Context: an optimization exercise on an open-source flow, tuned for small area, a short achievable clock period and few clock cycles. The choices shown serve that exercise and are no tape-out recipe.
At most, simulation tests tie the RTL to the original design; equivalence was not proved.
Power figures rest on the tool's default switching activity, not on a simulated workload.

==> flow/design.v <==
module pgcalc(a, bm, sh, andi, inv, cin, p, g, g0, b15);
  input [15:0] a, bm;
  input [1:0] sh;
  input andi, inv, cin;
  output [15:0] p, g;
  output g0, b15;
  reg [15:0] b;
  always @(*)
    case (sh)
      2'b00: b = bm;
      2'b01: b = {bm[14:0], 1'b0};
      2'b10: b = {1'b0, bm[15:1]};
      default: b = {bm[15], bm[15:1]};
    endcase
  wire [15:0] bi = b ^ {16{inv}};
  assign p = andi ? (a & bi) : (a ^ bi);
  assign g = andi ? 16'd0 : (a & bi);
  assign g0 = g[0] | (p[0] & cin);
  assign b15 = b[15];
endmodule
module cpu(clk,reset,s,load,in,out,N,V,Z,w);
  input clk, reset, s, load;
  input [15:0] in;
  output [15:0] out;
  output N, V, Z, w;
  reg [13:0] ir;
  wire [13:0] e = load ? {in[14], in[12:0]} : ir;
  always @(posedge clk)
    ir <= e;
  wire       movg = e[13];           
  wire [1:0] op   = e[12:11];        
  wire       movi = movg &  op[1];   
  wire       cmp  = ~movg & ~op[1] &  op[0];
  wire       andi = ~movg &  op[1] & ~op[0];
  wire       inv  = ~movg &  op[0];            
  wire       usea = ~movg & ~(op[1] & op[0]);  
  wire [2:0] rn = e[10:8];
  wire [1:0] sh = e[4:3];
  wire [2:0] rm = e[2:0];
  wire go = s & ~reset;
  reg pend;
  reg [15:0] r0, r1, r2, r3, r4, r5, r6, r7;
  wire [15:0] sum;
  wire        wmovi = ir[13] & ir[12];
  wire [15:0] wdata = wmovi ? {{8{ir[7]}}, ir[7:0]} : sum;
  wire [2:0]  wnum  = wmovi ? ir[10:8] : ir[7:5];
  wire [7:0]  wsel  = pend ? (8'd1 << wnum) : 8'd0;
  always @(posedge clk) begin
    pend <= go & ~cmp;
    if (wsel[0]) r0 <= wdata;
    if (wsel[1]) r1 <= wdata;
    if (wsel[2]) r2 <= wdata;
    if (wsel[3]) r3 <= wdata;
    if (wsel[4]) r4 <= wdata;
    if (wsel[5]) r5 <= wdata;
    if (wsel[6]) r6 <= wdata;
    if (wsel[7]) r7 <= wdata;
  end
  wire [127:0] rf = {r7, r6, r5, r4, r3, r2, r1, r0};
  wire [7:0] dn = 8'd1 << rn;
  wire [7:0] dm = 8'd1 << rm;
  wire [7:0] sa = {8{usea}} & dn & ~wsel;
  wire [7:0] sb = dm & ~wsel;
  wire fa = usea & |(dn & wsel);
  wire fb = |(dm & wsel);
  wire [15:0] a, bm;
  rdport pa(rf, wdata, sa, fa, a);
  rdport pb(rf, wdata, sb, fb, bm);
  wire [15:0] pn, gn;
  wire g0n, b15;
  pgcalc pg(a, bm, sh, andi, inv, cmp, pn, gn, g0n, b15);
  reg [15:0] p, g;
  reg vpre;
  reg cw, cf;
  always @(posedge clk) begin
    p    <= pn;
    g    <= {gn[15:1], g0n};
    vpre <= a[15] & b15;
    cw   <= go & ~cmp & ~movi;
    cf   <= go & cmp;
  end
  wire [15:0] cy;    
  adder_carries ac(p, g, cy[15:1]);
  assign cy[0] = cf;    
  assign sum = p ^ cy;
  wire [2:0] nvz = {sum[15], vpre & ~sum[15], &p};
  reg [15:0] c;
  reg [2:0]  st;
  always @(posedge clk) begin
    if (cw) c <= sum;
    if (cf) st <= nvz;
  end
  assign out = cw ? sum : c;
  assign {N, V, Z} = cf ? nvz : st;
  assign w = 1'b1;
endmodule
module rdport(rf, fw, sel, fsel, q);
  input [127:0] rf;
  input [15:0] fw;
  input [7:0] sel;
  input fsel;
  output reg [15:0] q;
  integer k;
  always @(*) begin
    q = {16{fsel}} & fw;
    for (k = 0; k < 8; k = k + 1) q = q | ({16{sel[k]}} & rf[k*16 +: 16]);
  end
endmodule
module adder_carries(p, g, cy);
  input [15:0] p, g;
  output [15:1] cy;
  wire [15:0] g1, p1, g2, p2, g3, p3, g4;
  genvar i;
  generate
    for (i = 0; i < 16; i = i + 1) begin : ks
      if (i >= 1) begin : l1
        assign g1[i] = g[i] | (p[i] & g[i-1]);
        assign p1[i] = p[i] & p[i-1];
      end else begin : l1b
        assign g1[i] = g[i];
        assign p1[i] = p[i];
      end
      if (i >= 2) begin : l2
        assign g2[i] = g1[i] | (p1[i] & g1[i-2]);
        assign p2[i] = p1[i] & p1[i-2];
      end else begin : l2b
        assign g2[i] = g1[i];
        assign p2[i] = p1[i];
      end
      if (i >= 4) begin : l3
        assign g3[i] = g2[i] | (p2[i] & g2[i-4]);
        assign p3[i] = p2[i] & p2[i-4];
      end else begin : l3b
        assign g3[i] = g2[i];
        assign p3[i] = p2[i];
      end
      if (i >= 8) begin : l4
        assign g4[i] = g3[i] | (p3[i] & g3[i-8]);
      end else begin : l4b
        assign g4[i] = g3[i];
      end
    end
  endgenerate
  assign cy = g4[14:0];
endmodule
clock: 10.0 ns
lec_check: 0
cap_margin: 20
core_margin: 2
core_utilization: 40
cts_buf_list: sky130_fd_sc_hd__clkbuf_4 sky130_fd_sc_hd__clkbuf_8
cts_cluster_size: 30
slew_margin: 20
synth_hierarchical: 1
tns_end_percent: 100
standard.sh (not shown) runs the stock make flow with config.mk's settings and CLKGATE_MAP_FILE= SYNTH_SCRIPT=/design/flow/synth_recipe.tcl, a recipe that flattens the netlist after the stock synthesis.
==> flow/flow/run.sh <==
#!/bin/bash
# Layout: the standard ORFS flow (standard.sh: unchanged synthesis,
# floorplan, power grid, placement, CTS and routing), with two settings
# beyond config.mk's list:
#  - the port buffers that global placement inserts are buf_2 cells
#    (buffer_ports otherwise picks a slow delay buffer);
#  - repair_timing aims at MARGIN ns of setup slack.
# The clock, the constraints and the checks are unchanged.
set -euo pipefail
MARGIN=${MARGIN:-5}
bash standard.sh "BUFFER_PORTS_ARGS=-buffer_cell sky130_fd_sc_hd__buf_2" \
  "SETUP_SLACK_MARGIN=$MARGIN" finish > orfs_make.log 2>&1
Edit:
--- a/flow/design.v
+++ b/flow/design.v
@@ -3,21 +3,26 @@
   input [1:0] sh;
   input andi, inv, cin;
   output [15:0] p, g;
   output g0, b15;
-  reg [15:0] b;
-  always @(*)
-    case (sh)
-      2'b00: b = bm;
-      2'b01: b = {bm[14:0], 1'b0};
-      2'b10: b = {1'b0, bm[15:1]};
-      default: b = {bm[15], bm[15:1]};
-    endcase
+  wire s0 = ~sh[1] & ~sh[0];    
+  wire sl = ~sh[1] &  sh[0];    
+  wire sr =  sh[1];             
+  wire sa =  sh[1] &  sh[0];    
+  wire [15:0] nb;
+  aoi222 sft(bm, {bm[14:0], 1'b0}, {1'b0, bm[15:1]}, s0, sl, sr, nb[15:0]);
+  wire [15:0] b = ~nb | {sa & bm[15], 15'd0};
+  pgbits pgb(a, b, andi, inv, p, g);
+  assign g0 = g[0] | (p[0] & cin);
+  assign b15 = b[15];
+endmodule
+module pgbits(a, b, andi, inv, p, g);
+  input [15:0] a, b;
+  input andi, inv;
+  output [15:0] p, g;
   wire [15:0] bi = b ^ {16{inv}};
   assign p = andi ? (a & bi) : (a ^ bi);
   assign g = andi ? 16'd0 : (a & bi);
-  assign g0 = g[0] | (p[0] & cin);
-  assign b15 = b[15];
 endmodule
 module cpu(clk,reset,s,load,in,out,N,V,Z,w);
   input clk, reset, s, load;
   input [15:0] in;
@@ -98,14 +103,20 @@
   input [127:0] rf;
   input [15:0] fw;
   input [7:0] sel;
   input fsel;
-  output reg [15:0] q;
-  integer k;
-  always @(*) begin
-    q = {16{fsel}} & fw;
-    for (k = 0; k < 8; k = k + 1) q = q | ({16{sel[k]}} & rf[k*16 +: 16]);
-  end
+  output [15:0] q;
+  wire [15:0] n0, n1, n2;
+  aoi222 g0(rf[15:0],    rf[31:16],   rf[47:32],   sel[0], sel[1], sel[2], n0);
+  aoi222 g1(rf[63:48],   rf[79:64],   rf[95:80],   sel[3], sel[4], sel[5], n1);
+  aoi222 g2(rf[111:96],  rf[127:112], fw,          sel[6], sel[7], fsel,   n2);
+  assign q = ~(n0 & n1 & n2);
+endmodule
+module aoi222(d0, d1, d2, s0, s1, s2, q);
+  input [15:0] d0, d1, d2;
+  input s0, s1, s2;
+  output [15:0] q;
+  assign q = ~(({16{s0}} & d0) | ({16{s1}} & d1) | ({16{s2}} & d2));
 endmodule
 module adder_carries(p, g, cy);
   input [15:0] p, g;
   output [15:1] cy;
Effect: Total power went down by 1.6%. Global-route usage went down by 0.13 points. Clock-buffer cell count went down by 1. Via count went down by 1.7%. Worst setup slack got worse by 0.018 ns. Clock skew went down by 0.0076 ns.
Testbench counts after the change, summed over its fixed seeds: cycles 16,000.
Only the layout flow was run in the first run of this note; the RTL was not checked for function there.

re-timing with driven ports:
The results above use ideal ports. As a check the final layouts listed here were re-extracted and re-timed, cells and wires unchanged. Step 1: set_driving_cell puts a clkbuf_16 on clk and a buf_2 on each other input, an assumption about the parent block. Step 2 moves the port delays by t, midway between the first and last clock arrival at a register: inputs arrive t later, outputs are due t later. That takes back most of the time a late clock gives input paths. Slacks: ideal / step 1 / step 2; pairs: ideal / step 1.
| run | shift t [ns] | setup slack, ns | latest minus earliest clock arrival (ns) |
|---|---|---|---|
| the first run | 0.514 | 5.110 / 5.068 / 4.680 | 0.018 / 0.019 |
| the second run | 0.505 | 5.092 / 5.050 / 4.673 | 0.011 / 0.012 |
After both steps setup and hold are still met in every run listed. The setup slack of the first run, which loses most, moves by -0.042 ns with the drivers and by -0.430 ns with both steps.
